What follows belongs to an exercise in optimizing a design on an open flow for small area; a production flow would make more cautious choices.
No functional check of the RTL was part of any run shown here.
Power and IR drop assume default switching activity.

<file path="flow/config.mk">
export PLATFORM = sky130hd
export DESIGN_NAME = seg_595_dynamic
export DESIGN_NICKNAME = seg_595_dynamic
export VERILOG_FILES = /design/flow/design.v
export SDC_FILE = /design/flow/constraint.sdc
export NUM_CORES = 4
export LEC_CHECK = 0
export CAP_MARGIN = 20
export CORE_MARGIN = 2
export CORE_UTILIZATION = 40
export SLEW_MARGIN = 20
</file>
<file path="flow/design.v">
module seg_dynamic
(
    input wire sys_clk,
    input wire sys_rst_n,
    input wire [13:0] data,
    input wire [3:0] point,
    input wire seg_en,
    input wire sign,
    output wire stcp,
    output reg shcp,
    output reg ds
);
reg [3:0]  a;
reg [1:0]  q;
reg [11:0] w;
reg [2:0]  cs;     
wire wtop = w[11] & w[10] & w[5] & w[4];    
wire wend = wtop & w[2];                    
wire ewin = wtop & ~w[2];                   
wire [1:0] wl = w[1:0];
always @(posedge sys_clk or negedge sys_rst_n)
    if (!sys_rst_n) begin
        a <= 4'd1;
        q <= 2'd0;
        w <= 12'd3124;
    end else begin
        a <= a + 1'b1;
        if (a[1:0] == 2'd3)
            q <= (q == 2'd2) ? 2'd0 : q + 1'b1;
        if (a == 4'd15)
            w <= wend ? 12'd0 : w + 1'b1;
    end
wire flag = wend & (a == 4'd0);    
always @(posedge sys_clk or negedge sys_rst_n)
    if (!sys_rst_n)
        cs <= 3'd0;
    else if (flag)
        cs <= (cs == 3'd5) ? 3'd0 : cs + 1'b1;
wire codd = cs[0];
reg [13:0] r;
reg [3:0]  rem;
reg        qf;     
reg        pf;     
reg        pk;     
reg        pz;     
wire [1:0] v = codd ? wl : wl - 1'b1;
wire load  = ewin & (a == 4'd2) & (v == 2'd0) & (codd | wl[0]);
wire start = ewin & (((v == 2'd0) & (a == 4'd3)) | ((v == 2'd1) & (a == 4'd1)) |
                     ((v == 2'd1) & (a == 4'd15)) | ((v == 2'd2) & (a == 4'd13)));
reg  hold;
always @(*)
    case (cs[1:0])
        2'd0: hold = (wl == 2'd3) | ((wl == 2'd2) & (a != 4'd0));
        2'd1: hold = wl[1] | ((wl == 2'd1) & (a == 4'd15));
        2'd2: hold = (wl == 2'd3) & (a >= 4'd13);
        default: hold = (wl == 2'd3) & (a >= 4'd11);
    endcase
wire [3:0] rin  = start ? 4'd0 : rem;
wire [4:0] dbl  = {rin, r[13]};
wire       qbit = (dbl >= 5'd10);
wire [3:0] rnx  = qbit ? (dbl - 5'd10) : dbl[3:0];
always @(posedge sys_clk) begin
    r <= load ? data : {r[12:0], qbit};
    if (!(hold & ewin)) begin
        rem <= rnx;
        qf  <= start ? qbit : (qf | qbit);
        if (start)
            pf <= (rem != 4'd0);
    end
end
wire [3:0] pc;   
wire [3:0] pl;   
assign pc = {point[3], |point[3:2], |point[3:1], |point[3:0]};
reg  kc, kl;
always @(*)
    case (cs)
        3'd1: begin kc = pc[1]; kl = pc[0]; end
        3'd2: begin kc = pc[2]; kl = pc[1]; end
        default: begin kc = pc[3]; kl = pc[2]; end
    endcase
wire nzc = qf | (rem != 4'd0);
always @(posedge sys_clk) begin
    pk <= (cs[1:0] == 2'd0) | nzc | kc;
    pz <= (pf | kl) & sign;
end
wire [3:0] nib = cs[2] ? 4'd0 : pk ? rem : {3'b101, ~pz};
reg [3:0] dd;
reg       dot;
always @(posedge sys_clk or negedge sys_rst_n)
    if (!sys_rst_n) begin
        dd  <= 4'd0;
        dot <= 1'b1;
    end else if (flag) begin
        if (seg_en)
            dd <= nib;
        dot <= (cs[2]) ? 1'b1 : ~point[cs[1:0]];
    end
reg [7:0] seg;
always @(*)
    case (dd)
        4'd0: seg = {dot, 7'b100_0000};
        4'd1: seg = {dot, 7'b111_1001};
        4'd2: seg = {dot, 7'b010_0100};
        4'd3: seg = {dot, 7'b011_0000};
        4'd4: seg = {dot, 7'b001_1001};
        4'd5: seg = {dot, 7'b001_0010};
        4'd6: seg = {dot, 7'b000_0010};
        4'd7: seg = {dot, 7'b111_1000};
        4'd8: seg = {dot, 7'b000_0000};
        4'd9: seg = {dot, 7'b001_0000};
        4'd10: seg = 8'b1011_1111;
        4'd11: seg = 8'b1111_1111;
        default: seg = 8'b1100_0000;
    endcase
wire [3:0] sel = (cs == 3'd1) ? 4'b0001 :
                 (cs == 3'd2) ? 4'b0010 :
                 (cs == 3'd3) ? 4'b0100 :
                 (cs == 3'd4) ? 4'b1000 : 4'b0000;
wire [11:0] frame = {seg[0], seg[1], seg[2], seg[3], seg[4], seg[5], seg[6], seg[7], sel};
reg [3:0] idx;
always @(*)
    case ({a[3:2], q})
        4'b00_00: idx = 4'd0;
        4'b01_01: idx = 4'd1;
        4'b10_10: idx = 4'd2;
        4'b11_00: idx = 4'd3;
        4'b00_01: idx = 4'd4;
        4'b01_10: idx = 4'd5;
        4'b10_00: idx = 4'd6;
        4'b11_01: idx = 4'd7;
        4'b00_10: idx = 4'd8;
        4'b01_00: idx = 4'd9;
        4'b10_01: idx = 4'd10;
        default:  idx = 4'd11;
    endcase
reg ds_pre;
always @(posedge sys_clk or negedge sys_rst_n)
    if (!sys_rst_n) begin
        ds_pre <= 1'b0;
        ds     <= 1'b0;
        shcp   <= 1'b0;
    end else begin
        ds_pre <= frame[idx];
        if (a[1:0] == 2'd1)
            ds <= ds_pre;
        shcp <= a[1] ~^ a[0];
    end
assign stcp = shcp & (a == 4'd1) & (q == 2'd0);
endmodule
module seg_595_dynamic
(
    input wire sys_clk,
    input wire sys_rst_n,
    input wire [13:0] data,
    input wire [3:0] point,
    input wire seg_en,
    input wire sign,
    output wire stcp,
    output wire shcp,
    output wire ds,
    output wire oe
);
seg_dynamic seg_dynamic_inst
(
    .sys_clk(sys_clk),
    .sys_rst_n(sys_rst_n),
    .data(data),
    .point(point),
    .seg_en(seg_en),
    .sign(sign),
    .stcp(stcp),
    .shcp(shcp),
    .ds(ds)
);
assign oe = ~sys_rst_n;
endmodule
</file>
<file path="flow/constraint.sdc">
create_clock -name core_clock -period 10.0 [get_ports {sys_clk}]
set_input_delay 2.0000 -clock core_clock [delete_from_list [all_inputs] [get_ports {sys_clk}]]
set_output_delay 2.0000 -clock core_clock [all_outputs]
set_load 0.01 [all_outputs]
</file>
<file path="flow/run.sh">
#!/bin/bash
# synth_recipe.tcl (not shown) runs the flow's synth.tcl, then flattens the netlist and writes it again
# the make line also repeats each setting of config.mk as NAME=value (left out here)
make -C /OpenROAD-flow-scripts/flow DESIGN_CONFIG=/design/flow/config.mk WORK_HOME=/design/flow/orfs CLKGATE_MAP_FILE= SYNTH_SCRIPT=/design/flow/synth_recipe.tcl finish
</file>
==> results of run 1 <==
-- critical path: stages --
cell	delay [ns]
clkdlybuf4s50_1	0.45
buf_4	0.35
inv_1	0.07
clkdlybuf4s50_1	0.48
-- kinds of logic after synthesis --
kind of cell               after synthesis  synth area share [%]
xor gates and xnor gates                12                  3.64
adders and majority gates               15                  6.50
and+or+nand+nor                         97                  18.0
AOI/OAI and AO/OA                       66                  14.6
buffers and inverters                   31                  4.73
muxes                                   21                  9.76
DFF                                     51                  42.8
-- power groups by stage --
stage	Clock, W	Sequential (W)	Combinational, W
2_1_floorplan	0	0.000269	0.0000690
3_3_place_gp	0	0.000277	0.0000892
3_5_place_dp	0	0.000277	0.0000913
4_1_cts	0.000132	0.000273	0.0000920
5_1_grt	0.000139	0.000277	0.000104
6_report	0.000127	0.000273	0.0000910
-- worst max-delay path by stage --
stage / from / end / slack [ns]
2_1_floorplan: sys_rst_n / oe / 5.93
3_3_place_gp: sys_rst_n / oe / 4.61
3_5_place_dp: sys_rst_n / oe / 4.61
4_1_cts: sys_rst_n / oe / 4.61
5_1_grt: sys_rst_n / oe / 4.52
6_report: sys_rst_n / oe / 4.63
-- sequential cells by signal, indices dropped and copies added (netlist names) --
register,count
seg_dynamic_inst.w,12
seg_dynamic_inst.pz,1
seg_dynamic_inst.pk,1
seg_dynamic_inst.dot,1
seg_dynamic_inst.rem,4
seg_dynamic_inst.qf,1
seg_dynamic_inst.pf,1
seg_dynamic_inst.cs,3
seg_dynamic_inst.dd,4
seg_dynamic_inst.q,2
seg_dynamic_inst.ds_pre,1
seg_dynamic_inst.ds,1
seg_dynamic_inst.shcp,1
seg_dynamic_inst.a,4
seg_dynamic_inst.r,14
-- cells in the mapped netlist (2+ instances only) --
library cell	instances
a211oi_1	2
or3_1	3
nor2b_1	6
buf_2	4
edfxtp_1	6
o31ai_1	3
nand2b_1	2
o41ai_1	2
nor2_1	20
nand4_1	7
clkbuf_1	6
xnor2_1	7
nand3_1	6
mux2_2	2
dfstp_2	7
ha_1	15
o211ai_1	5
a31oi_1	3
nand2_1	30
buf_4	2
mux2_1	5
xor2_1	5
mux2i_1	3
and3_1	2
a21boi_1	3
dfxtp_1	16
and2_1	2
and4_1	4
mux2_4	10
inv_1	16
nor3_1	6
o21ai_0	20
o41a_1	2
dfrtp_1	22
a21oi_1	17
-- placed cells by master (no fill, tap or decap), drive strengths merged, types with 3 or more instances in the layout --
cell type,netlist,layout
o31ai,3,3
inv,17,18
nand2,30,30
clkbuf,6,5
nor3,6,6
a31oi,3,3
dfxtp,16,16
a21oi,17,17
dfrtp,22,22
ha,15,15
nor2b,6,6
mux2,17,17
nor2,21,21
a21boi,4,4
nand4,7,7
dfstp,7,7
edfxtp,6,6
or3,3,3
xor2,5,5
clkdlybuf4s50,0,25
and4,4,4
o211ai,5,5
nand3,7,7
xnor2,7,7
o21ai,21,21
mux2i,3,3
-- cell type report --
type / instances / area, um^2
Fill cell: 641 / 3580
Multi-Input combinational cell: 211 / 1510
Sequential cell: 51 / 1230
Timing Repair Buffer: 26 / 258
Tap cell: 96 / 120
Clock buffer: 5 / 68.8
Inverter: 17 / 63.8
Clock inverter: 3 / 28.8
-- per-stage QoR --
step	utilization (%)	hold WS, ns	worst slack [ns]	total power (W)	cells
final	47.9	0.448	4.63	0.000491	409
after detailed placement	46.4	0.428	4.61	0.000368	401
after CTS	47.9	0.453	4.61	0.000497	409
after floorplan	-	0.417	5.93	0.000338	293
after global routing	47.9	0.473	4.52	0.000521	409
after global placement	46.4	0.427	4.61	0.000366	401
-- metal layers --
metal / global-route usage (%) / vias to the layer above / wire length, um
met5: 0 / - / 0
met1: 20.6 / 993 / 2660
met2: 24.1 / 38 / 2460
li1: - / 1077 / -
met3: 3.32 / 7 / 188
met4: 5.16 / 0 / 78
==> results by group, run 1 <==
Outcome
  – Status: timing/DRC/antenna clean

Placed design
  – HPWL after DPL: 3.87 mm
  – Placed instance area: 3190 um^2
  – Gpl congestion: 0.794
  – Port bufs: 25

Routing
  – Total detailed-routing wirelength: 5.39 mm
  – Vias per inst: 5.17
  – DR iter-0 viols: 72
  – Routed len/inst: 13.2 um
  – Final antenna-violating net count: 0
  – Via count: 2115
  – Pre-antenna DRT Iters: 4
  – # DRC: 0

Synth
  – Syn Nets: 330
  – Unique masters post-synth: 57
  – Yosys Warn Count: 1
  – Flops & latches, synth: 51
  – Synth area leader: dfrtp_1
  – Sequential area share after synthesis: 42.8%
  – Mapped Area: 2890 um^2
  – Gate Count Post-Synth: 293
  – Syn Area/Cell: 9.85 um^2
  – Number of synthesized flops with an enable pin: 6
  – Yosys top cell area share: 19.1%
  – Synth async-reset ratio: 56.9%
  – Main synth FF type: dfrtp_1
  – Synth top area cells: dfrtp_1 (19%), dfxtp_1 (11%), ha_1 (6.5%), dfstp_2 (6.4%), edfxtp_1 (6.2%)

Run
  – # Max-Cap Violations: 0

Floorplan
  – Initial Utilization: 42.0%
  – Cell Rows: 30
  – Core area: 6870 um^2
  – Full die area: 7910 um^2
  – Width of the die: 88.9 um
  – I/O pin count: 26
  – Die height: 88.9 um

Global routing
  – Initial antenna violation count: 0
  – First-pass GRT wire length: 9.46 mm
  – Tot GR Track Use: 15.2%
  – Vias in the first global route: 1993
  – Pin count of the biggest net entering global routing: 31
  – Grt total ovfl: 0

STA
  – Worst slew pin tran: 0.708 ns
  – Final setup vio count: 0
  – Unrepaired setup endpoints after global routing: false
  – Clk_skew: 0.00579 ns
  – Final Cycle Share: 53.7%
  – Max transition margin: 52.8%
  – Fmax: 186 MHz
  – Setup TNS: 0 ns
  – Final Max Slew Viols: 0
  – Fin crit period: 5.37 ns
  – Hold Fails Final Rpt: 0

Critical path
  – Crit. End Element: primary output
  – R2R depth: 12
  – Worst Path Arrival: 3.37 ns
  – Setup crit start kind: input port
  – WP data required: 8.00 ns
  – Worst R2R Start: seg_dynamic_inst.w[0]$_DFFE_PN0N_
  – Worst reg2reg endpoint: seg_dynamic_inst.rem[2]$_DFFE_PN_
  – Crit path max fanout: 30
  – R2R setup slack: 6.84 ns
  – Crit path kind: in2out

Pwr
  – Cell Pwr Density: 149 nW/um^2
  – Power share of the sequential group: 55.6%
  – Proportion of power drawn by combinational gates: 18.5%
  – Switching Share: 26.5%
  – Power share of the clock group: 25.9%
  – Pint: 0.000361 W
  – LEAKAGE: 1.37 nW
  – Max IR drop VDD: 0.109 mV
  – P_sw: 0.000130 W

Clock network
  – Root Buffer: clkbuf_8
  – Total CTS buffers: 5
  – H-tree depth: 2
  – Resized cells post-CTS: 0
  – Clock latency (worst-skew pair): 0.31 ns
  – Clock Tree Buf Depth: 2
  – CTS tree: built
  – Clk slew on worst S/H paths: 0.10 ns
  – CTS Sinks: 51
  – Post-CTS setup buffer count: 0
  – Hold_buf cts: 0

Worst hold path
  – Min-Delay Path Class: reg2reg
  – Hold depth: 1
  – Hold Startpoint: seg_dynamic_inst.r[1]$_DFF_P_
  – End of the worst hold path: seg_dynamic_inst.r[2]$_DFF_P_

Cells and area
  – Layout cells sized above 1: 11.8%
  – Post-Layout Inst Area: 3290 um^2
  – P&R area growth vs syn: 14.0%
  – Nets: 349
  – Antenna cell count: 0
==> run 2: changes to the inputs <==
--- a/flow/design.v
+++ b/flow/design.v
@@ -57,8 +57,17 @@
     endcase
-wire [3:0] rin  = start ? 4'd0 : rem;
-wire [4:0] dbl  = {rin, r[13]};
-wire       qbit = (dbl >= 5'd10);
-wire [3:0] rnx  = qbit ? (dbl - 5'd10) : dbl[3:0];
+wire [3:0] rin  = (start | ~ewin) ? 4'd0 : rem;
+wire       qbit = rin[3] | (rin[2] & (rin[1] | rin[0]));    
+reg  [2:0] rm5;                                             
+always @(*)
+    case (rin)
+        4'd0, 4'd5: rm5 = 3'd0;
+        4'd1, 4'd6: rm5 = 3'd1;
+        4'd2, 4'd7: rm5 = 3'd2;
+        4'd3, 4'd8: rm5 = 3'd3;
+        4'd4, 4'd9: rm5 = 3'd4;
+        default:    rm5 = {1'b0, rin[1:0]};
+    endcase
+wire [3:0] rnx = {rm5, r[13]};
 always @(posedge sys_clk) begin
-    r <= load ? data : {r[12:0], qbit};
+    r <= {r[12:0], qbit} | ({14{load}} & data);
     if (!(hold & ewin)) begin
==> run 2 against run 1 <==
  * Area after synthesis shrank 1.6%
  * Still clean
  * Clock power hardly changed
  * Worst hold slack worse by 0.037 ns
  * Critical path type unchanged
  * Non-clock buffer count did not move
  * Largest cell class unchanged
==> results by group, run 2 <==
Routing
  – Vias per inst: 5.24 (+1.4%)
  – Pre-antenna DRT Iters: 4 (unchanged)
  – # DRC: 0 (unchanged)
  – Routed len/inst: 13.3 um (+1.1%)
  – Via count: 2155 (+1.9%)
  – Final antenna-violating net count: 0 (unchanged)
  – DR iter-0 viols: 70 (-2.8%)
  – Total detailed-routing wirelength: 5.48 mm (+1.6%)

Critical path
  – Worst Path Arrival: 3.35 ns (-0.02 ns)
  – Most frequent CP cell: clkdlybuf4s50_1
  – Worst R2R Start: seg_dynamic_inst.a[2]$_DFF_PN0_
  – Crit-path max cell delay: 0.48 ns (about the same)
  – Cell breakdown of the critical path: clkdlybuf4s50_1, buf_4, inv_1, clkdlybuf4s50_1
  – R2R setup slack: 7.62 ns (+0.78 ns)
  – Crit path max fanout: 30 (unchanged)
  – WP data required: 8.00 ns (about the same)
  – Crit path kind: in2out
  – Worst reg2reg endpoint: seg_dynamic_inst.pf$_DFFE_PP_
  – Setup crit start kind: input port
  – Slowest stage cell, crit path: clkdlybuf4s50_1
  – Crit. End Element: primary output
  – R2R depth: 5 (-7)

STA
  – Hold Fails Final Rpt: 0 (unchanged)
  – Worst slew pin tran: 0.739 ns (+0.0314 ns)
  – Setup TNS: 0 ns (unchanged)
  – Fmax: 187 MHz (+0.32%)
  – Max transition margin: 50.5% (-2.3 points)
  – Final Cycle Share: 53.5% (-0.17 points)
  – Hold_ws: 0.411 ns (-0.0367 ns)
  – Fin crit period: 5.35 ns (-0.0173 ns)
  – Clk_skew: 0.00898 ns (+0.00319 ns)
  – Worst setup margin: 4.65 ns (+0.0173 ns)
  – Unrepaired setup endpoints after global routing: false
  – Final Max Slew Viols: 0 (unchanged)
  – Final setup vio count: 0 (unchanged)

Worst hold path
  – Hold depth: 1 (unchanged)
  – Min-Delay Path Class: reg2reg
  – End of the worst hold path: seg_dynamic_inst.r[13]$_DFF_P_
  – Hold Startpoint: seg_dynamic_inst.r[12]$_DFF_P_

Pwr
  – LEAKAGE: 1.44 nW (+4.9%)
  – Max IR drop VDD: 0.0657 mV (-40%)
  – Cell Pwr Density: 109 nW/um^2 (-27%)

Synth
  – Yosys Warn Count: 1 (unchanged)
  – Flops & latches, synth: 51 (unchanged)
  – Number of synthesized flops with an enable pin: 6 (unchanged)
  – Gate Count Post-Synth: 297 (+1.4%)
  – Yosys top cell area share: 19.4% (+0.31 points)
  – Syn Nets: 333 (+0.91%)
  – Mapped Area: 2840 um^2 (-1.6%)
  – Syn Area/Cell: 9.56 um^2 (-2.9%)
  – Main synth FF type: dfrtp_1
  – Unique masters post-synth: 67 (+18%)
  – Top post-synthesis cells by count: nor2_1 (26), nand2_1 (24), dfrtp_1 (22), a21oi_1 (18)
  – Synth top area cells: dfrtp_1 (19%), dfxtp_1 (11%), dfstp_2 (6.5%), edfxtp_1 (6.3%), ha_1 (6.2%)
  – Synth area leader: dfrtp_1
  – Synth async-reset ratio: 56.9% (unchanged)
  – Top-count cell post-synth: nor2_1
  – Sequential area share after synthesis: 43.5% (+0.70 points)

Floorplan
  – Cell Rows: 30 (unchanged)
  – I/O pin count: 26 (unchanged)
  – Core area: 6830 um^2 (-0.55%)
  – Die height: 88.2 um (-0.77%)
  – Width of the die: 88.2 um (-0.77%)
  – Initial Utilization: 41.6% (-0.45 points)
  – Full die area: 7790 um^2 (-1.5%)

Clock network
  – CTS tree: built
  – Clk slew on worst S/H paths: 0.10 ns (about the same)
  – Post-CTS setup buffer count: 0 (unchanged)
  – Total CTS buffers: 5 (unchanged)
  – Clock Tree Buf Depth: 2 (unchanged)
  – CTS Sinks: 51 (unchanged)
  – Clock latency (worst-skew pair): 0.31 ns (about the same)
  – H-tree depth: 2 (unchanged)
  – Resized cells post-CTS: 0 (unchanged)
  – Hold_buf cts: 0 (unchanged)
  – Root Buffer: clkbuf_8

Cells and area
  – Nets: 350 (+0.29%)
  – P&R area growth vs syn: 13.6%
  – Most common cell after layout, fill and taps aside: nor2_1
  – Largest regs: seg_dynamic_inst.r (14), seg_dynamic_inst.w (12)
  – Most frequent cells in the layout: nor2_1 (26), clkdlybuf4s50_1 (25), nand2_1 (24)
  – Max reg flops: 14 (unchanged)
  – Layout cells sized above 1: 9.52% (-2.3 points)
  – Layout fillers: 693 (+8.1%)
  – Antenna cell count: 0 (unchanged)
  – Top reg by flops: seg_dynamic_inst.r

Run
  – # Max-Cap Violations: 0 (unchanged)

Placed design
  – HPWL after DPL: 3.91 mm (+0.93%)
  – Pre-CTS setup slack: 4.60 ns (-0.00800 ns)
  – Gpl congestion: 0.797 (+0.37%)
  – Port bufs: 25 (unchanged)

Global routing
  – Pin count of the biggest net entering global routing: 31 (unchanged)
  – First-pass GRT wire length: 9.67 mm (+2.2%)
  – Initial antenna violation count: 0 (unchanged)
  – Vias in the first global route: 2091 (+4.9%)
  – Tot GR Track Use: 15.5% (+0.36 points)
  – Grt total ovfl: 0 (unchanged)

Outcome
  – Status: timing/DRC/antenna clean
## run 2: kinds of logic (layout without fill, tap and decap cells)
family          count (synthesis)  after routing  synth area share, %
simple gates                  100            100                 20.0
mux                             7              7                 3.22
compound gates                 85             85                 19.2
xor+xnor                       10             10                 3.08
buf+inv                        30             48                 4.89
flops                          51             51                 43.5
fa+ha+maj                      14             14                 6.17
## run 2: cell type report
| class | instances | area [um^2] | share of cell area, % |
|---|---|---|---|
| clock buffer | 5 | 68.8 | 2.13 |
| clock inverter | 3 | 26.3 | 0.815 |
| inverter | 14 | 52.6 | 1.63 |
| multi-input combinational | 216 | 1470 | 45.4 |
| sequential | 51 | 1230 | 38.3 |
| tap | 96 | 120 | 3.72 |
| timing repair buffer | 26 | 258 | 7.99 |
## run 2: layer usage
metal	vias up	GRT usage [%]	share of wire, %
met3	4	3.26	2.9
met5	-	0	0
met1	1019	20.3	48
li1	1095	-	-
met4	0	4.13	0.93
met2	37	26.2	48
## run 2: how the worst max path moves through the flow
stage | startpoint | end | slack [ns] | cells after the start
2_1_floorplan | sys_rst_n | oe | 5.93 | 1
3_3_place_gp | sys_rst_n | oe | 4.61 | 4
3_5_place_dp | sys_rst_n | oe | 4.60 | 4
4_1_cts | sys_rst_n | oe | 4.60 | 4
5_1_grt | sys_rst_n | oe | 4.54 | 4
6_report | sys_rst_n | oe | 4.65 | 4
## run 2: power breakdown
part           internal [W]  switching (W)  leakage [nW]
clock             0.0000522      0.0000768        0.0510
combinational    0.00000832     0.00000438         0.818
sequential         0.000208   0.0000000673         0.568
total              0.000269      0.0000813          1.44
## run 2: worst max-delay path: cells and delay by family
family,cells,cell delay [ns]
buffers and inverters,4,1.34
## run 2: metrics by stage
| stage | cells | total power, W | util, % | cell area, um^2 |
|---|---|---|---|---|
| after floorplan | 297 | 0.000214 | - | 2840 |
| after global placement | 403 | 0.000226 | 45.8 | 3130 |
| after detailed placement | 403 | 0.000226 | 45.8 | 3130 |
| after CTS | 411 | 0.000354 | 47.2 | 3230 |
| after global routing | 411 | 0.000363 | 47.2 | 3230 |
| final | 411 | 0.000350 | 47.2 | 3230 |
==> run 3: changes to the inputs <==
--- a/flow/design.v
+++ b/flow/design.v
@@ -12,4 +12,5 @@
 );
-reg [3:0]  a;
-reg [1:0]  q;
+reg [1:0]  a2;
+reg [3:0]  m;
+wire [3:0] a = {m[1:0], a2};    
 reg [11:0] w;
@@ -22,9 +23,9 @@
     if (!sys_rst_n) begin
-        a <= 4'd1;
-        q <= 2'd0;
+        a2 <= 2'd1;
+        m <= 4'd0;
         w <= 12'd3124;
     end else begin
-        a <= a + 1'b1;
-        if (a[1:0] == 2'd3)
-            q <= (q == 2'd2) ? 2'd0 : q + 1'b1;
+        a2 <= a2 + 1'b1;
+        if (a2 == 2'd3)
+            m <= (m == 4'd11) ? 4'd0 : m + 1'b1;
         if (a == 4'd15)
@@ -128,18 +129,2 @@
 wire [11:0] frame = {seg[0], seg[1], seg[2], seg[3], seg[4], seg[5], seg[6], seg[7], sel};
-reg [3:0] idx;
-always @(*)
-    case ({a[3:2], q})
-        4'b00_00: idx = 4'd0;
-        4'b01_01: idx = 4'd1;
-        4'b10_10: idx = 4'd2;
-        4'b11_00: idx = 4'd3;
-        4'b00_01: idx = 4'd4;
-        4'b01_10: idx = 4'd5;
-        4'b10_00: idx = 4'd6;
-        4'b11_01: idx = 4'd7;
-        4'b00_10: idx = 4'd8;
-        4'b01_00: idx = 4'd9;
-        4'b10_01: idx = 4'd10;
-        default:  idx = 4'd11;
-    endcase
 reg ds_pre;
@@ -151,3 +136,3 @@
     end else begin
-        ds_pre <= frame[idx];
+        ds_pre <= frame[m];
         if (a[1:0] == 2'd1)
@@ -156,3 +141,3 @@
     end
-assign stcp = shcp & (a == 4'd1) & (q == 2'd0);
+assign stcp = shcp & (a2 == 2'd1) & (m == 4'd0);
 endmodule
==> flow/flow/run.sh (new file) <==
#!/bin/bash
set -euo pipefail
export BUFFER_PORTS_ARGS="-buffer_cell sky130_fd_sc_hd__buf_1"
bash standard.sh > standard_flow.log 2>&1
==> flow/standard.sh (new file) <==
#!/bin/bash
# synth_recipe.tcl (not shown) runs the flow's synth.tcl, then flattens the netlist and writes it again
# the make line also repeats each setting of config.mk as NAME=value (left out here)
make -C /OpenROAD-flow-scripts/flow DESIGN_CONFIG=/design/flow/config.mk WORK_HOME=/design/flow/orfs CLKGATE_MAP_FILE= SYNTH_SCRIPT=/design/flow/synth_recipe.tcl "${@:-finish}"
--- a/flow/config.mk
+++ b/flow/config.mk
@@ -9,3 +9,4 @@
 export CORE_MARGIN = 2
-export CORE_UTILIZATION = 40
+export CORE_UTILIZATION = 60
+export CTS_BUF_LIST = sky130_fd_sc_hd__clkbuf_4 sky130_fd_sc_hd__clkbuf_8
 export SLEW_MARGIN = 20
removed: flow/run.sh
==> run 3 against run 2 <==
  * Still clean on timing, DRC and antenna
  * Register-to-register slack worse by 0.07 ns
  * Critical path type unchanged
  * Final cell count is 14% lower
  * Design area is 9.2% lower
  * Critical endpoint unchanged
  * Sequential share of layout area is 3.9 points higher
  * Critical path depth is 1 lower
  * Highest routed layer unchanged
==> results by group, run 3 <==
Synth
  – Synth area leader: dfrtp_1
  – Syn Area/Cell: 9.72 um^2 (+1.6%)
  – Sequential area share after synthesis: 45.2% (+1.7 points)
  – Main synth FF type: dfrtp_1
  – Synth async-reset ratio: 56.9% (unchanged)
  – Flops & latches, synth: 51 (unchanged)
  – Top post-synthesis cells by count: nor2_1 (28), dfrtp_1 (22), nand2_1 (21), inv_1 (17)
  – Gate Count Post-Synth: 281 (-5.4%)
  – Yosys Warn Count: 1 (unchanged)
  – Yosys top cell area share: 20.2% (+0.77 points)
  – Number of synthesized flops with an enable pin: 6 (unchanged)
  – Synth top area cells: dfrtp_1 (20%), dfxtp_1 (12%), dfstp_2 (6.7%), edfxtp_1 (6.6%), ha_1 (5.5%)
  – Syn Nets: 315 (-5.4%)
  – Mapped Area: 2730 um^2 (-3.8%)
  – Top-count cell post-synth: nor2_1
  – Unique masters post-synth: 55 (-18%)

Floorplan
  – Die height: 71.5 um (-19%)
  – Cell Rows: 24 (-20%)
  – I/O pin count: 26 (unchanged)
  – Core area: 4350 um^2 (-36%)
  – Initial Utilization: 62.7% (+21 points)
  – Full die area: 5110 um^2 (-34%)
  – Width of the die: 71.5 um (-19%)

Routing
  – Final antenna-violating net count: 0 (unchanged)
  – DR iter-0 viols: 159 (+130%)
  – Via count: 2015 (-6.5%)
  – # DRC: 0 (unchanged)
  – Vias per inst: 5.71 (+8.9%)
  – Routed len/inst: 14.1 um (+6.1%)
  – Total detailed-routing wirelength: 4.99 mm (-8.9%)
  – Pre-antenna DRT Iters: 4 (unchanged)

Clock network
  – Clk slew on worst S/H paths: 0.09 ns (about the same)
  – CTS tree: built
  – Hold_buf cts: 0 (unchanged)
  – Resized cells post-CTS: 0 (unchanged)
  – H-tree depth: 2 (unchanged)
  – Clock latency (worst-skew pair): 0.30 ns (about the same)
  – Root Buffer: clkbuf_8
  – Post-CTS setup buffer count: 0 (unchanged)
  – Clock Tree Buf Depth: 2 (unchanged)
  – Total CTS buffers: 5 (unchanged)
  – CTS Sinks: 51 (unchanged)

Cells and area
  – Max reg flops: 14 (unchanged)
  – Most frequent cells in the layout: nor2_1 (28), buf_1 (24), dfrtp_1 (22)
  – Nets: 334 (-4.6%)
  – Top reg by flops: seg_dynamic_inst.r
  – P&R area growth vs syn: 7.33%
  – Post-route insts no fill: 353 (-14%)
  – Most common cell after layout, fill and taps aside: nor2_1
  – Largest regs: seg_dynamic_inst.r (14), seg_dynamic_inst.w (12)
  – Antenna cell count: 0 (unchanged)
  – Layout fillers: 368 (-47%)
  – Layout cells sized above 1: 10.3% (+0.78 points)

STA
  – Worst slew pin tran: 0.871 ns (+0.131 ns)
  – Unrepaired setup endpoints after global routing: false
  – Fin crit period: 4.80 ns (-0.550 ns)
  – Fmax: 208 MHz (+11%)
  – Final setup vio count: 0 (unchanged)
  – Setup TNS: 0 ns (unchanged)
  – Final Cycle Share: 48.0% (-5.5 points)
  – Final Max Slew Viols: 0 (unchanged)
  – Hold Fails Final Rpt: 0 (unchanged)
  – Max transition margin: 41.5% (-9.0 points)
  – Clk_skew: 0.00648 ns (-0.00250 ns)

Placed design
  – Placed Cells: 345 (-14%)
  – HPWL after DPL: 3.56 mm (-9.1%)
  – Port bufs: 25 (unchanged)
  – Gpl congestion: 0.785 (-1.5%)

Global routing
  – First-pass GRT wire length: 8.63 mm (-11%)
  – Grt total ovfl: 0 (unchanged)
  – Initial antenna violation count: 0 (unchanged)
  – Vias in the first global route: 1900 (-9.1%)
  – Pin count of the biggest net entering global routing: 31 (unchanged)
  – Tot GR Track Use: 21.5% (+6.0 points)

Critical path
  – R2R setup slack: 7.55 ns (-0.07 ns)
  – Worst setup startpoint: sys_rst_n
  – R2R depth: 4 (-1)
  – Worst Path Arrival: 2.80 ns (-0.55 ns)
  – Crit path max fanout: 30 (unchanged)
  – Worst reg2reg endpoint: seg_dynamic_inst.w[6]$_DFFE_PN0P_
  – CP endpoint: oe
  – Crit path kind: in2out
  – Setup crit start kind: input port
  – Crit. End Element: primary output
  – Worst R2R Start: seg_dynamic_inst.m[1]$_DFFE_PN0N_
  – WP data required: 8.00 ns (about the same)

Pwr
  – LEAKAGE: 1.32 nW (-8.4%)
  – Max IR drop VDD: 0.106 mV (+61%)
  – Switching Share: 20.3% (-2.9 points)
  – Proportion of power drawn by combinational gates: 2.0% (-1.6 points)
  – Cell Pwr Density: 122 nW/um^2 (+13%)
  – Power share of the clock group: 39.8% (+3.0 points)
  – P_sw: 0.0000726 W (-11%)
  – Pint: 0.000286 W (+6.2%)
  – Power share of the sequential group: 58.2% (-1.3 points)

Outcome
  – Status: timing/DRC/antenna clean

Worst hold path
  – Min-Delay Path Class: reg2reg

Run
  – # Max-Cap Violations: 0 (unchanged)
[run 3: cell type report]
cell class / count / area, um^2 / share of cell area [%]
multi-input cells: 199 / 1360 / 46.2
flip-flops and latches: 51 / 1230 / 42.1
repair buffers: 25 / 95.1 / 3.25
clock buffers: 5 / 68.8 / 2.35
inverters: 18 / 67.6 / 2.31
well taps: 52 / 65.1 / 2.22
clock inverters: 3 / 43.8 / 1.49
[run 3: worst max-delay path, stage by stage]
cell and delay, ns:
clkbuf_2 0.56, inv_1 0.08, buf_1 0.15
[run 3: power by group through the flow]
stage	Combinational [W]	Clock, W	Sequential [W]
4_1_cts	0.00000741	0.000146	0.000209
2_1_floorplan	0.00000118	0	0.000213
3_5_place_dp	0.00000737	0	0.000213
3_3_place_gp	0.00000724	0	0.000213
6_report	0.00000712	0.000143	0.000208
5_1_grt	0.00000818	0.000153	0.000209
[run 3: per-layer routing]
layer  share of wire [%]  GRT usage [%]
met1                  49           30.8
met2                  45           32.2
met3                 4.4           4.64
met4                 1.2           7.97
met5                   0              0
[run 3: worst min path at each step]
| stage | endpoint | startpoint | cells after the start | slack [ns] |
|---|---|---|---|---|
| 3_5_place_dp | seg_dynamic_inst.rem[0]$_DFFE_PN_ | seg_dynamic_inst.r[13]$_DFF_P_ | 0 | 0.39 |
| 5_1_grt | seg_dynamic_inst.r[4]$_DFF_P_ | seg_dynamic_inst.r[3]$_DFF_P_ | 1 | 0.44 |
| 2_1_floorplan | seg_dynamic_inst.r[10]$_DFF_P_ | seg_dynamic_inst.r[9]$_DFF_P_ | 1 | 0.38 |
| 3_3_place_gp | seg_dynamic_inst.r[3]$_DFF_P_ | seg_dynamic_inst.r[2]$_DFF_P_ | 1 | 0.39 |
| 4_1_cts | seg_dynamic_inst.r[8]$_DFF_P_ | seg_dynamic_inst.r[7]$_DFF_P_ | 1 | 0.41 |
| 6_report | seg_dynamic_inst.r[11]$_DFF_P_ | seg_dynamic_inst.r[10]$_DFF_P_ | 1 | 0.41 |
[run 3: stage by stage]
| step | total power [W] | hold slack (ns) | area [um^2] | worst slack, ns | utilization (%) |
|---|---|---|---|---|---|
| after floorplan | 0.000214 | 0.382 | 2730 | 5.93 | - |
| after global placement | 0.000220 | 0.388 | 2820 | 5.16 | 64.7 |
| after detailed placement | 0.000220 | 0.392 | 2820 | 5.15 | 64.7 |
| after CTS | 0.000362 | 0.415 | 2930 | 5.15 | 67.3 |
| after global routing | 0.000370 | 0.437 | 2930 | 5.06 | 67.3 |
| final | 0.000358 | 0.412 | 2930 | 5.20 | 67.3 |
[run 3: cell families after synthesis]
logic type               Yosys count  share of synthesized area (%)
AO/OA/AOI/OAI                     77                           18.9
XOR/XNOR                          11                           3.53
adder cells (fa/ha/maj)           12                           5.50
buffers and inverters             31                           5.13
flip-flops                        51                           45.2
multiplexers                       9                           4.45
AND/OR/NAND/NOR                   90                           17.2
==> run 4: changes to the inputs <==
--- a/flow/design.v
+++ b/flow/design.v
@@ -40,3 +40,3 @@
 wire codd = cs[0];
-reg [13:0] r;
+reg [15:0] r;
 reg [3:0]  rem;
@@ -44,16 +44,15 @@
 reg        pf;     
-reg        pk;     
-reg        pz;     
-wire [1:0] v = codd ? wl : wl - 1'b1;
-wire load  = ewin & (a == 4'd2) & (v == 2'd0) & (codd | wl[0]);
-wire start = ewin & (((v == 2'd0) & (a == 4'd3)) | ((v == 2'd1) & (a == 4'd1)) |
-                     ((v == 2'd1) & (a == 4'd15)) | ((v == 2'd2) & (a == 4'd13)));
-reg  hold;
+wire [1:0] W = wl;
+wire load  = ewin & (a == 4'd2) & (W == {1'b0, ~codd});
+wire start = ewin & (((W == 2'd0) & (a == 4'd3)) | ((W == 2'd1) & (a == 4'd3)) |
+                     ((W == 2'd2) & (a == 4'd2)) | ((W == 2'd3) & (a == 4'd1)));
+wire tap16 = ewin & ((W == 2'd0) | ((W == 2'd1) & (a < 4'd3)));
+reg  rot;
 always @(*)
-    case (cs[1:0])
-        2'd0: hold = (wl == 2'd3) | ((wl == 2'd2) & (a != 4'd0));
-        2'd1: hold = wl[1] | ((wl == 2'd1) & (a == 4'd15));
-        2'd2: hold = (wl == 2'd3) & (a >= 4'd13);
-        default: hold = (wl == 2'd3) & (a >= 4'd11);
+    case (cs)
+        3'd0: rot = ewin & ((W != 2'd3) | (a == 4'd0));
+        3'd1: rot = ewin & (~W[1] | ((W == 2'd2) & (a < 4'd2)));
+        default: rot = 1'b0;
     endcase
+wire       top  = tap16 ? r[15] : r[14];
 wire [3:0] rin  = (start | ~ewin) ? 4'd0 : rem;
@@ -70,15 +69,10 @@
     endcase
-wire [3:0] rnx = {rm5, r[13]};
 always @(posedge sys_clk) begin
-    r <= {r[12:0], qbit} | ({14{load}} & data);
-    if (!(hold & ewin)) begin
-        rem <= rnx;
-        qf  <= start ? qbit : (qf | qbit);
-        if (start)
-            pf <= (rem != 4'd0);
-    end
+    r   <= {r[14:0], rot ? top : qbit} | {2'b00, {14{load}} & data};
+    rem <= {rm5, top};
+    qf  <= start ? qbit : (qf | qbit);
+    if (start)
+        pf <= (rem != 4'd0);
 end
-wire [3:0] pc;   
-wire [3:0] pl;   
-assign pc = {point[3], |point[3:2], |point[3:1], |point[3:0]};
+wire [3:0] pc = {point[3], |point[3:2], |point[3:1], |point[3:0]};    
 reg  kc, kl;
@@ -90,8 +84,10 @@
     endcase
-wire nzc = qf | (rem != 4'd0);
+reg kc_d, kls_d, sg_d;
 always @(posedge sys_clk) begin
-    pk <= (cs[1:0] == 2'd0) | nzc | kc;
-    pz <= (pf | kl) & sign;
+    kc_d  <= kc;
+    kls_d <= kl & sign;
+    sg_d  <= sign;
 end
-wire [3:0] nib = cs[2] ? 4'd0 : pk ? rem : {3'b101, ~pz};
+wire show = (cs[1:0] == 2'd0) | qf | (rem != 4'd0) | kc_d;
+wire [3:0] nib = cs[2] ? 4'd0 : show ? rem : {3'b101, ~(kls_d | (pf & sg_d))};
 reg [3:0] dd;
==> flow/flow/run.sh (replaced) <==
#!/bin/bash
set -euo pipefail
export BUFFER_PORTS_ARGS="-buffer_cell sky130_fd_sc_hd__buf_1"
export CTS_ARGS="-sink_clustering_enable -repair_clock_nets -dont_use_dummy_load -buf_list {sky130_fd_sc_hd__clkbuf_8}"
bash standard.sh > standard_flow.log 2>&1
--- a/flow/config.mk
+++ b/flow/config.mk
@@ -10,3 +10,2 @@
 export CORE_UTILIZATION = 60
-export CTS_BUF_LIST = sky130_fd_sc_hd__clkbuf_4 sky130_fd_sc_hd__clkbuf_8
 export SLEW_MARGIN = 20
==> run 4 against run 3 <==
  * Sequential cell count is 3 higher
  * Power is 7.1% lower
  * Count of clock-buffer cells in the layout stayed put
  * Design area is 2.6% lower
  * Largest power group unchanged
  * Setup slack better by 0.17 ns
  * Critical path depth is 1 higher
  * Combinational power hardly changed
  * Clock power is 24% lower
==> results by group, run 4 <==
Outcome
  – Status: timing/DRC/antenna clean

Floorplan
  – Width of the die: 70.9 um (-0.71%)
  – Core area: 4320 um^2 (-0.69%)
  – Die height: 70.9 um (-0.71%)
  – Initial Utilization: 62.2% (-0.52 points)
  – I/O pin count: 26 (unchanged)
  – Full die area: 5030 um^2 (-1.4%)
  – Cell Rows: 24 (unchanged)

Synth
  – Unique masters post-synth: 56 (+1.8%)
  – Mapped Area: 2690 um^2 (-1.5%)
  – Gate Count Post-Synth: 277 (-1.4%)
  – Synth async-reset ratio: 53.7% (-3.2 points)
  – Yosys Warn Count: 1 (unchanged)
  – Synth area leader: dfrtp_1
  – Main synth FF type: dfxtp_1
  – Top post-synthesis cells by count: nand2_1 (28), nor2_1 (26), dfxtp_1 (24), dfrtp_1 (22), o21ai_0 (20)
  – Number of synthesized flops with an enable pin: 1 (-5)
  – Synth top area cells: dfrtp_1 (20%), dfxtp_1 (18%), dfstp_2 (6.8%), ha_1 (5.1%), nand2_1 (3.9%)
  – Yosys top cell area share: 20.5% (+0.31 points)
  – Sequential area share after synthesis: 46.3% (+1.1 points)
  – Syn Nets: 310 (-1.6%)
  – Top-count cell post-synth: nand2_1
  – Flops & latches, synth: 54 (+5.9%)
  – Syn Area/Cell: 9.71 um^2 (about the same)

Critical path
  – Crit path max fanout: 30 (unchanged)
  – Cell breakdown of the critical path: buf_1, buf_4, inv_1, buf_1
  – Crit path kind: in2out
  – Most frequent CP cell: buf_1
  – Slowest stage cell, crit path: buf_4
  – Worst reg2reg endpoint: seg_dynamic_inst.r[0]$_DFF_P_
  – Crit. End Element: primary output
  – R2R depth: 6 (+2)
  – Setup crit start kind: input port
  – Worst R2R Start: seg_dynamic_inst.m[0]$_DFFE_PN0N_
  – R2R setup slack: 7.83 ns (+0.28 ns)
  – WP data required: 8.00 ns (about the same)
  – Crit-path max cell delay: 0.34 ns (-0.22 ns)
  – Worst Path Arrival: 2.63 ns (-0.17 ns)

Routing
  – # DRC: 0 (unchanged)
  – Routed len/inst: 14.6 um (+3.6%)
  – Total detailed-routing wirelength: 5.10 mm (+2.1%)
  – Final antenna-violating net count: 0 (unchanged)
  – Via count: 2014 (-0.050%)
  – Pre-antenna DRT Iters: 4 (unchanged)
  – Vias per inst: 5.79 (+1.4%)
  – DR iter-0 viols: 158 (-0.63%)

STA
  – Final Cycle Share: 46.3% (-1.7 points)
  – Fmax: 216 MHz (+3.8%)
  – Worst slew pin tran: 0.701 ns (-0.170 ns)
  – Setup TNS: 0 ns (unchanged)
  – Clk_skew: 0.0226 ns (+0.0161 ns)
  – Final Max Slew Viols: 0 (unchanged)
  – Max transition margin: 53.1% (+12 points)
  – Unrepaired setup endpoints after global routing: false
  – Fin crit period: 4.63 ns (-0.174 ns)
  – Final setup vio count: 0 (unchanged)
  – Hold Fails Final Rpt: 0 (unchanged)

Clock network
  – CTS tree: built
  – Clk slew on worst S/H paths: 0.09 ns (about the same)
  – Clock Tree Buf Depth: 2 (unchanged)
  – Hold_buf cts: 0 (unchanged)
  – Clock latency (worst-skew pair): 0.31 ns (about the same)
  – Post-CTS setup buffer count: 0 (unchanged)
  – H-tree depth: 2 (unchanged)
  – Root Buffer: clkbuf_8
  – Resized cells post-CTS: 0 (unchanged)
  – Total CTS buffers: 5 (unchanged)
  – CTS Sinks: 54 (+5.9%)

Placed design
  – Gpl congestion: 0.819 (+4.4%)
  – HPWL after DPL: 3.63 mm (+2.2%)
  – Port bufs: 25 (unchanged)
  – Placed Cells: 343 (-0.58%)

Cells and area
  – Post-route insts no fill: 348 (-1.4%)
  – Most common cell after layout, fill and taps aside: nand2_1
  – Layout cells sized above 1: 10.5% (+0.17 points)
  – Largest regs: seg_dynamic_inst.r (16), seg_dynamic_inst.w (12)
  – Most frequent cells in the layout: nand2_1 (28), nor2_1 (26), buf_1 (25)
  – Max reg flops: 16 (+2)
  – Nets: 331 (-0.90%)
  – Top reg by flops: seg_dynamic_inst.r
  – P&R area growth vs syn: 6.14%
  – Antenna cell count: 0 (unchanged)
  – Layout fillers: 372 (+1.1%)

Global routing
  – Grt total ovfl: 0 (unchanged)
  – Pin count of the biggest net entering global routing: 31 (unchanged)
  – First-pass GRT wire length: 8.73 mm (+1.2%)
  – Vias in the first global route: 1921 (+1.1%)
  – Initial antenna violation count: 0 (unchanged)
  – Tot GR Track Use: 21.9% (+0.41 points)

Pwr
  – LEAKAGE: 1.27 nW (-3.6%)
  – Cell Pwr Density: 117 nW/um^2 (-4.6%)
  – Total power: 0.000333 W (-7.1%)
  – Max IR drop VDD: 0.0876 mV (-17%)

Worst hold path
  – Hold depth: 0 (-1)
  – Hold Startpoint: seg_dynamic_inst.r[13]$_DFF_P_
  – End of the worst hold path: seg_dynamic_inst.r[14]$_DFF_P_
  – Min-Delay Path Class: reg2reg

Run
  – # Max-Cap Violations: 0 (unchanged)
==> run 4: cell count changes after synthesis, sizes merged, moves of 4 or more <==
| cell | previous run | this run |
|---|---|---|
| dfxtp | 16 | 24 |
| inv | 18 | 13 |
| nand3 | 11 | 7 |
| o21ai | 13 | 20 |
| a21oi | 16 | 12 |
| edfxtp | 6 | 1 |
| nand2 | 22 | 28 |
| nor4 | 0 | 4 |
==> run 4: how the worst max path moves through the flow <==
stage,slack [ns],cells after the start,from,to
finish,5.37,4,sys_rst_n,oe
global route,5.29,4,sys_rst_n,oe
CTS,5.35,4,sys_rst_n,oe
detailed placement,5.36,4,sys_rst_n,oe
global placement,5.36,4,sys_rst_n,oe
floorplan,5.93,1,sys_rst_n,oe
==> run 4: worst max-delay path: cells and delay by family <==
family	cells	cell delay (ns)
buffers and inverters	4	0.61
==> run 4: cell type report <==
type / instances / area, um^2 / area share, %
Clock buffer: 5 / 68.8 / 2.41
Inverter: 13 / 48.8 / 1.71
Multi-Input combinational cell: 198 / 1330 / 46.4
Sequential cell: 54 / 1240 / 43.6
Tap cell: 52 / 65.1 / 2.28
Timing Repair Buffer: 26 / 101 / 3.55
==> run 4: power breakdown <==
part | total (W) | internal (W) | switching, W
registers | 0.000218 | 0.000218 | 0.000000186
logic | 0.00000709 | 0.00000288 | 0.00000421
clock network | 0.000108 | 0.0000453 | 0.0000623
==> run 4: cell families (layout without fill, tap and decap cells) <==
| family | Yosys count | in the layout | share of synthesized area, % |
|---|---|---|---|
| xor gates and xnor gates | 13 | 13 | 4.23 |
| AOI/OAI and AO/OA | 72 | 72 | 18.1 |
| DFF | 54 | 54 | 46.3 |
| and+or+nand+nor | 96 | 96 | 19.0 |
| muxes | 6 | 6 | 2.88 |
| buffers and inverters | 25 | 44 | 4.42 |
| adders and majority gates | 11 | 11 | 5.12 |
==> run 4: metrics by stage <==
| step | area [um^2] | hold WS [ns] | util, % | setup slack, ns |
|---|---|---|---|---|
| floorplan | 2690 | 0.310 | - | 5.93 |
| global placement | 2790 | 0.311 | 64.4 | 5.36 |
| detailed placement | 2790 | 0.325 | 64.4 | 5.36 |
| CTS | 2850 | 0.342 | 66.0 | 5.35 |
| global route | 2850 | 0.352 | 66.0 | 5.29 |
| finish | 2850 | 0.333 | 66.0 | 5.37 |
==> run 4: metal layers <==
layer  share of wire [%]  vias up  global-route usage (%)
met2                  49       36                    36.8
li1                    -     1015                       -
met1                  46      955                    28.9
met5                   0        -                       0
met3                 3.4        8                    4.84
met4                 1.5        0                    5.87
==> run 5: changes to the inputs <==
==> flow/flow/run.sh (replaced) <==
#!/bin/bash
set -euo pipefail
export BUFFER_PORTS_ARGS="-buffer_cell sky130_fd_sc_hd__buf_1"
export CTS_ARGS="-repair_clock_nets -dont_use_dummy_load -buf_list {sky130_fd_sc_hd__clkbuf_16}"
bash standard.sh > standard_flow.log 2>&1
==> run 5 against run 4 <==
  * First-iteration DRC count rose by 5.1%
  * Clock power rose by 45%
  * Fmax rose by 0.10%
  * Design area rose by 2.0%
  * Sequential share of layout area fell by 0.84 points
  * Wire length rose by 0.57%
  * Largest cell class unchanged
  * Still clean on timing, DRC and antenna
  * Combinational power barely moved
  * Synthesized cell count did not move
  * Area after synthesis did not move
  * Sequential cell count did not move
  * Sequential power barely moved
  * Core utilization rose by 1.3 points
==> results by group, run 5 <==
Critical path
  – Crit path kind: in2out
  – WP data required: 8.00 ns (about the same)
  – Crit. End Element: primary output
  – Setup crit start kind: input port
  – Slowest stage cell, crit path: buf_4
  – Top Family by Delay on Critical Path: buffers and inverters
  – Crit-path max cell delay: 0.33 ns (about the same)
  – Cell breakdown of the critical path: buf_1, buf_4, inv_1, buf_1
  – R2R setup slack: 7.82 ns (about the same)
  – Crit path max fanout: 30 (unchanged)
  – Worst Path Arrival: 2.62 ns (about the same)
  – Most frequent CP cell: buf_1
  – Crit path buffers/inverters: 4 (unchanged)

STA
  – Fin crit period: 4.62 ns (-0.00473 ns)
  – Unrepaired setup endpoints after global routing: false
  – Clk_skew: 0.0117 ns (-0.0108 ns)
  – Hold Fails Final Rpt: 0 (unchanged)
  – Worst setup margin: 5.38 ns (+0.00473 ns)
  – Final Cycle Share: 46.2% (-0.047 points)
  – Fmax: 216 MHz (+0.10%)
  – Max transition margin: 54.8% (+1.7 points)
  – Setup TNS: 0 ns (unchanged)
  – Final Max Slew Viols: 0 (unchanged)
  – Final setup vio count: 0 (unchanged)
  – Worst slew pin tran: 0.675 ns (-0.0261 ns)

Clock network
  – CTS tree: built
  – Hold_buf cts: 0 (unchanged)
  – Clk slew on worst S/H paths: 0.07 ns (-0.02 ns)
  – Root Buffer: clkbuf_16
  – Clock latency (worst-skew pair): 0.29 ns (-0.02 ns)
  – Post-CTS setup buffer count: 0 (unchanged)
  – Clock Tree Buf Depth: 2 (unchanged)
  – CTS Sinks: 54 (unchanged)
  – H-tree depth: 2 (unchanged)
  – Resized cells post-CTS: 0 (unchanged)
  – Total CTS buffers: 5 (unchanged)

Placed design
  – Placed Cells: 343 (unchanged)
  – HPWL after DPL: 3.63 mm (unchanged)
  – Gpl congestion: 0.819 (unchanged)
  – Port bufs: 25 (unchanged)
  – Pre-CTS setup slack: 5.36 ns (unchanged)

Cells and area
  – Largest regs: seg_dynamic_inst.r (16), seg_dynamic_inst.w (12)
  – Layout cells sized above 1: 10.5% (unchanged)
  – Top reg by flops: seg_dynamic_inst.r
  – Antenna cell count: 0 (unchanged)
  – Most common cell after layout, fill and taps aside: nand2_1
  – Max reg flops: 16 (unchanged)
  – P&R area growth vs syn: 8.24%
  – Most frequent cells in the layout: nand2_1 (28), nor2_1 (26), buf_1 (25)
  – Post-route insts no fill: 348 (unchanged)
  – Nets: 331 (unchanged)

Synth
  – Mapped Area: 2690 um^2 (unchanged)
  – Yosys top cell area share: 20.5% (unchanged)
  – Syn Area/Cell: 9.71 um^2 (unchanged)
  – Number of synthesized flops with an enable pin: 1 (unchanged)
  – Sequential area share after synthesis: 46.3% (unchanged)
  – Top-count cell post-synth: nand2_1
  – Synth async-reset ratio: 53.7% (unchanged)
  – Unique masters post-synth: 56 (unchanged)
  – Top post-synthesis cells by count: nand2_1 (28), nor2_1 (26), dfxtp_1 (24), dfrtp_1 (22), o21ai_0 (20)
  – Main synth FF type: dfxtp_1
  – Yosys Warn Count: 1 (unchanged)
  – Flops & latches, synth: 54 (unchanged)
  – Synth top area cells: dfrtp_1 (20%), dfxtp_1 (18%), dfstp_2 (6.8%), ha_1 (5.1%), nand2_1 (3.9%)
  – Syn Nets: 310 (unchanged)
  – Synth area leader: dfrtp_1
  – Gate Count Post-Synth: 277 (unchanged)

Routing
  – DR iter-0 viols: 166 (+5.1%)
  – # DRC: 0 (unchanged)
  – Final antenna-violating net count: 0 (unchanged)
  – Top Metal Used: met4
  – Routed len/inst: 14.7 um (+0.57%)
  – Met2 WL: 2.56 mm (+1.8%)
  – Vias per inst: 5.82 (+0.55%)
  – Via count: 2025 (+0.55%)
  – Total detailed-routing wirelength: 5.12 mm (+0.57%)
  – WL met3: 160 um (-8.0%)
  – Met1 wire length: 2.34 mm (about the same)
  – Pre-antenna DRT Iters: 4 (unchanged)

Floorplan
  – Initial Utilization: 62.2% (unchanged)
  – Die height: 70.9 um (unchanged)
  – Width of the die: 70.9 um (unchanged)
  – Core area: 4320 um^2 (unchanged)
  – Full die area: 5030 um^2 (unchanged)
  – Cell Rows: 24 (unchanged)
  – I/O pin count: 26 (unchanged)

Global routing
  – Initial antenna violation count: 0 (unchanged)
  – Vias in the first global route: 1938 (+0.88%)
  – First-pass GRT wire length: 8.80 mm (+0.87%)
  – Grt total ovfl: 0 (unchanged)
  – Tot GR Track Use: 22.2% (+0.30 points)
  – Pin count of the biggest net entering global routing: 31 (unchanged)

Pwr
  – Cell Pwr Density: 131 nW/um^2 (+13%)
  – Max IR drop VDD: 0.106 mV (+21%)
  – LEAKAGE: 1.29 nW (+2.0%)
  – Total power: 0.000382 W (+15%)

Outcome
  – Status: timing/DRC/antenna clean

Worst hold path
  – Min-Delay Path Class: reg2reg

Run
  – # Max-Cap Violations: 0 (unchanged)
-- run 5: cell counts after synthesis --
No cell type changed its count.
-- run 5: per-layer routing --
metal	vias to the layer above	track usage (%)
li1	1018	-
met1	973	28.9
met2	27	37.4
met3	7	3.56
met4	0	8.39
met5	-	0
-- run 5: cell families after synthesis --
kind of cell | Yosys count | synth area share, %
AOI/OAI and AO/OA | 72 | 18.1
xor gates and xnor gates | 13 | 4.23
adders and majority gates | 11 | 5.12
buffers and inverters | 25 | 4.42
DFF | 54 | 46.3
muxes | 6 | 2.88
and+or+nand+nor | 96 | 19.0
-- run 5: power by group --
part	leakage, nW	internal [W]	total (W)	switching (W)
Combinational	0.662	0.00000288	0.00000707	0.00000419
Sequential	0.571	0.000218	0.000218	0.000000179
Clock	0.0616	0.0000885	0.000157	0.0000682
-- run 5: cell type report --
class | instances | area (um^2)
clock buffers | 5 | 125
fillers | 364 | 1410
inverters | 13 | 48.8
flip-flops and latches | 54 | 1240
repair buffers | 26 | 101
multi-input cells | 198 | 1330
well taps | 52 | 65.1
-- run 5: path summary, 6_finish.rpt --
| path | from | end | cells past startpoint |
|---|---|---|---|
| max | sys_rst_n | oe | 4 |
| min | seg_dynamic_inst.r[13]$_DFF_P_ | seg_dynamic_inst.r[14]$_DFF_P_ | 0 |
| max reg2reg | seg_dynamic_inst.m[0]$_DFFE_PN0N_ | seg_dynamic_inst.r[0]$_DFF_P_ | 6 |
| min reg2reg | seg_dynamic_inst.r[13]$_DFF_P_ | seg_dynamic_inst.r[14]$_DFF_P_ | 0 |
| max in group asynchronous | sys_rst_n | seg_dynamic_inst.w[10]$_DFFE_PN1N_ | 2 |
| min in group asynchronous | sys_rst_n | seg_dynamic_inst.cs[0]$_DFFE_PN0P_ | 2 |
-- run 5: per-stage QoR --
| step | utilization, % | instance area [um^2] | hold slack (ns) |
|---|---|---|---|
| after floorplan | - | 2690 | 0.310 |
| after global placement | 64.4 | 2790 | 0.311 |
| after detailed placement | 64.4 | 2790 | 0.325 |
| after CTS | 67.3 | 2910 | 0.336 |
| after global routing | 67.3 | 2910 | 0.349 |
| final | 67.3 | 2910 | 0.332 |
==> run 6: changes to the inputs <==
--- a/flow/design.v
+++ b/flow/design.v
@@ -21,2 +21,3 @@
 wire [1:0] wl = w[1:0];
+wire [11:0] winc = w + 1'b1;    
 always @(posedge sys_clk or negedge sys_rst_n)
@@ -31,3 +32,3 @@
         if (a == 4'd15)
-            w <= wend ? 12'd0 : w + 1'b1;
+            w <= winc & ~({12{wend}} & 12'b1100_0011_0101);
     end
@@ -84,10 +85,9 @@
     endcase
-reg kc_d, kls_d, sg_d;
+reg kc_d, z_d;
 always @(posedge sys_clk) begin
-    kc_d  <= kc;
-    kls_d <= kl & sign;
-    sg_d  <= sign;
+    kc_d <= kc;
+    z_d  <= (pf | kl) & sign;    
 end
 wire show = (cs[1:0] == 2'd0) | qf | (rem != 4'd0) | kc_d;
-wire [3:0] nib = cs[2] ? 4'd0 : show ? rem : {3'b101, ~(kls_d | (pf & sg_d))};
+wire [3:0] nib = cs[2] ? 4'd0 : show ? rem : {3'b101, ~z_d};
 reg [3:0] dd;
@@ -125,13 +125,13 @@
 wire [11:0] frame = {seg[0], seg[1], seg[2], seg[3], seg[4], seg[5], seg[6], seg[7], sel};
-reg ds_pre;
+reg ds_pre;    
+always @(posedge sys_clk)
+    ds_pre <= frame[m];
 always @(posedge sys_clk or negedge sys_rst_n)
     if (!sys_rst_n) begin
-        ds_pre <= 1'b0;
-        ds     <= 1'b0;
-        shcp   <= 1'b0;
+        ds   <= 1'b0;
+        shcp <= 1'b0;
     end else begin
-        ds_pre <= frame[m];
-        if (a[1:0] == 2'd1)
+        if ((a2 == 2'd1) & shcp)    
             ds <= ds_pre;
-        shcp <= a[1] ~^ a[0];
+        shcp <= a2[1] ~^ a2[0];    
     end
==> flow/flow/run.sh (replaced) <==
#!/bin/bash
set -euo pipefail
export BUFFER_PORTS_ARGS="-buffer_cell sky130_fd_sc_hd__buf_1"
export CTS_ARGS="-sink_clustering_enable -sink_clustering_size 60 -sink_clustering_max_diameter 500 -repair_clock_nets -dont_use_dummy_load -buf_list {sky130_fd_sc_hd__clkbuf_16}"
bash standard.sh > standard_flow.log 2>&1
==> run 6 against run 5 <==
  * Sequential share of layout area decreased by 0.40 points
  * Critical path depth unchanged
  * Critical endpoint unchanged
  * Global-route usage decreased by 1.6 points
  * Count of clock-buffer cells in the layout unchanged
  * Clock power decreased by 3%
==> results by group, run 6 <==
Critical path
  – Worst Path Arrival: 2.62 ns (about the same)
  – Cell breakdown of the critical path: buf_1, buf_4, inv_1, buf_1
  – Most frequent CP cell: buf_1
  – Crit path buffers/inverters: 4 (unchanged)
  – Crit. End Element: primary output
  – Crit path max fanout: 29 (-3.3%)
  – WP data required: 8.00 ns (about the same)
  – Crit-path max cell delay: 0.34 ns (about the same)
  – Crit path kind: in2out
  – Setup crit start kind: input port
  – Top Family by Delay on Critical Path: buffers and inverters
  – Slowest stage cell, crit path: buf_4

STA
  – Final setup vio count: 0 (unchanged)
  – Setup TNS: 0 ns (unchanged)
  – Final Max Slew Viols: 0 (unchanged)
  – Max transition margin: 52.8% (-2.1 points)
  – Fin crit period: 4.62 ns (-0.00395 ns)
  – Final Cycle Share: 46.2% (about the same)
  – Unrepaired setup endpoints after global routing: false
  – Hold Fails Final Rpt: 0 (unchanged)
  – Fmax: 217 MHz (about the same)
  – Clk_skew: 0.0150 ns (+0.00325 ns)
  – Worst slew pin tran: 0.703 ns (+0.0286 ns)

Global routing
  – Pin count of the biggest net entering global routing: 30 (-3.2%)
  – Grt total ovfl: 0 (unchanged)
  – Vias in the first global route: 1891 (-2.4%)
  – Initial antenna violation count: 0 (unchanged)
  – First-pass GRT wire length: 8.24 mm (-6.4%)
  – Tot GR Track Use: 20.6% (-1.6 points)

Floorplan
  – Core area: 4320 um^2 (unchanged)
  – Die height: 70.7 um (-0.31%)
  – Initial Utilization: 61.8% (-0.41 points)
  – Width of the die: 70.7 um (-0.31%)
  – Full die area: 5000 um^2 (-0.62%)
  – I/O pin count: 26 (unchanged)
  – Cell Rows: 24 (unchanged)

Clock network
  – Clock latency (worst-skew pair): 0.28 ns (about the same)
  – Post-CTS setup buffer count: 0 (unchanged)
  – CTS tree: built
  – Resized cells post-CTS: 0 (unchanged)
  – Clock Tree Buf Depth: 2 (unchanged)
  – CTS Sinks: 53 (-1.9%)
  – Hold_buf cts: 0 (unchanged)
  – H-tree depth: 2 (unchanged)
  – Total CTS buffers: 5 (unchanged)
  – Clk slew on worst S/H paths: 0.07 ns (about the same)
  – Root Buffer: clkbuf_16

Synth
  – Top post-synthesis cells by count: nand2_1 (28), dfxtp_1 (24), dfrtp_1 (21), o21ai_0 (20), nor2_1 (18)
  – Synth top area cells: dfrtp_1 (20%), dfxtp_1 (18%), dfstp_2 (6.9%), ha_1 (5.2%), a21o_1 (4.5%)
  – Mapped Area: 2670 um^2 (-0.65%)
  – Synth area leader: dfrtp_1
  – Number of synthesized flops with an enable pin: 1 (unchanged)
  – Unique masters post-synth: 55 (-1.8%)
  – Top-count cell post-synth: nand2_1
  – Gate Count Post-Synth: 275 (-0.72%)
  – Syn Nets: 308 (-0.65%)
  – Syn Area/Cell: 9.71 um^2 (about the same)
  – Main synth FF type: dfxtp_1
  – Flops & latches, synth: 53 (-1.9%)
  – Synth async-reset ratio: 52.8% (-0.87 points)
  – Sequential area share after synthesis: 45.7% (-0.63 points)
  – Yosys top cell area share: 19.7% (-0.80 points)
  – Yosys Warn Count: 1 (unchanged)

Cells and area
  – Layout cells sized above 1: 8.90% (-1.6 points)
  – Antenna cell count: 0 (unchanged)
  – Layout fillers: 383 (+5.2%)
  – Post-route insts no fill: 344 (-1.1%)
  – FF+latch area: 1220 um^2 (-2.0%)
  – Nets: 327 (-1.2%)
  – Largest regs: seg_dynamic_inst.r (16), seg_dynamic_inst.w (12)
  – Most common cell after layout, fill and taps aside: nand2_1
  – Most frequent cells in the layout: nand2_1 (28), buf_1 (25), dfxtp_1 (24)
  – Post-route core utilization: 66.6% (-0.72 points)
  – Max reg flops: 16 (unchanged)
  – Top reg by flops: seg_dynamic_inst.r
  – Multi-input gate area: 1320 um^2 (-0.19%)
  – P&R area growth vs syn: 7.78%

Routing
  – Via count: 1984 (-2.0%)
  – Total detailed-routing wirelength: 4.76 mm (-7.1%)
  – # DRC: 0 (unchanged)
  – Pre-antenna DRT Iters: 4 (unchanged)
  – DR iter-0 viols: 96 (-42%)
  – Final antenna-violating net count: 0 (unchanged)
  – Vias per inst: 5.77 (-0.89%)
  – Routed len/inst: 13.8 um (-6.1%)

Outcome
  – Status: timing/DRC/antenna clean

Placed design
  – Gpl congestion: 0.863 (+5.4%)
  – Placed Cells: 339 (-1.2%)
  – Port bufs: 25 (unchanged)
  – HPWL after DPL: 3.46 mm (-4.9%)

Pwr
  – Cell Pwr Density: 130 nW/um^2 (-1.3%)
  – LEAKAGE: 1.30 nW (+0.65%)
  – Max IR drop VDD: 0.126 mV (+19%)

Run
  – # Max-Cap Violations: 0 (unchanged)

Worst hold path
  – Min-Delay Path Class: reg2reg
run 6: where the power goes:
| group | switching (W) | total [W] | internal (W) |
|---|---|---|---|
| clock network | 0.0000636 | 0.000152 | 0.0000884 |
| registers | 0.000000213 | 0.000214 | 0.000214 |
| logic | 0.00000424 | 0.00000718 | 0.00000294 |
| total | 0.0000680 | 0.000373 | 0.000305 |
run 6: worst paths after layout:
path | cells after the start | start | slack (ns) | endpoint
setup / recovery | 4 | sys_rst_n | 5.38 | oe
hold / removal | 0 | seg_dynamic_inst.r[13]$_DFF_P_ | 0.33 | seg_dynamic_inst.r[14]$_DFF_P_
setup reg to reg | 7 | seg_dynamic_inst.m[0]$_DFFE_PN0N_ | 7.91 | seg_dynamic_inst.r[0]$_DFF_P_
hold reg to reg | 0 | seg_dynamic_inst.r[13]$_DFF_P_ | 0.33 | seg_dynamic_inst.r[14]$_DFF_P_
max in group asynchronous | 2 | sys_rst_n | 7.96 | seg_dynamic_inst.a2[0]$_DFF_PN1_
min in group asynchronous | 2 | sys_rst_n | 1.72 | seg_dynamic_inst.w[9]$_DFFE_PN0N_
run 6: cells by family after synthesis:
kind of cell	Yosys count	share of synthesized area, %
AO/OA/AOI/OAI	73	17.7
XOR/XNOR	10	3.28
adder cells (fa/ha/maj)	11	5.15
buffers and inverters	26	4.82
flip-flops	53	45.7
multiplexers	6	2.95
AND/OR/NAND/NOR	96	20.4
run 6: layout make-up:
class | instances | area share, %
inverters | 12 | 1.56
flip-flops and latches | 53 | 42.4
repair buffers | 26 | 3.52
multi-input cells | 196 | 45.9
clock buffers | 5 | 4.35
well taps | 52 | 2.26
run 6: per-layer routing:
metal | global-route usage [%] | share of wire (%) | vias up
li1 | - | - | 1009
met4 | 7.55 | 1.3 | 0
met3 | 3.13 | 2.7 | 6
met2 | 35.6 | 49 | 35
met1 | 26.1 | 47 | 934
met5 | 0 | 0 | -
run 6: stage by stage:
stage          hold slack (ns)  cell area [um^2]  setup WS, ns  power, W
4_1_cts                  0.331              2880          5.34  0.000380
5_1_grt                  0.339              2880          5.27  0.000387
3_5_place_dp             0.314              2750          5.34  0.000226
3_3_place_gp             0.310              2750          5.37  0.000226
2_1_floorplan            0.310              2670          5.93  0.000220
6_report                 0.328              2880          5.38  0.000373

## what the ideal ports hide
In the flow no input, the clock included, has a driving cell. The finished layouts below were timed again as built, in two steps. Step 1 assumes that a clkbuf_16 drives the clock port and a buf_2 every other input. Step 2 also shifts input and output timing later by t, the mid clock arrival at the registers, as if the neighbouring blocks saw the same clock. Slacks: no drivers / after step 1 / after step 2; pairs: no drivers / after step 1.
| run | t, ns | setup WS [ns] | worst hold slack (ns) | cell pins on the clock port's net |
|---|---|---|---|---|
| run 1 | 0.337 | 4.634 / 4.610 / 4.610 | 0.448 / 0.448 / 0.448 | 1 |
| run 2 | 0.337 | 4.651 / 4.629 / 4.629 | 0.411 / 0.411 / 0.411 | 1 |
| run 3 | 0.332 | 5.201 / 5.178 / 5.178 | 0.412 / 0.412 / 0.412 | 1 |
| run 4 | 0.321 | 5.375 / 5.352 / 5.352 | 0.333 / 0.333 / 0.333 | 1 |
| run 5 | 0.315 | 5.380 / 5.357 / 5.357 | 0.332 / 0.332 / 0.332 | 1 |
| run 6 | 0.307 | 5.384 / 5.362 / 5.362 | 0.328 / 0.328 / 0.328 | 1 |
After both steps setup and hold are still met in every run listed. The setup slack of run 1, which loses most, moves by -0.024 ns with the drivers and by -0.024 ns with both steps.
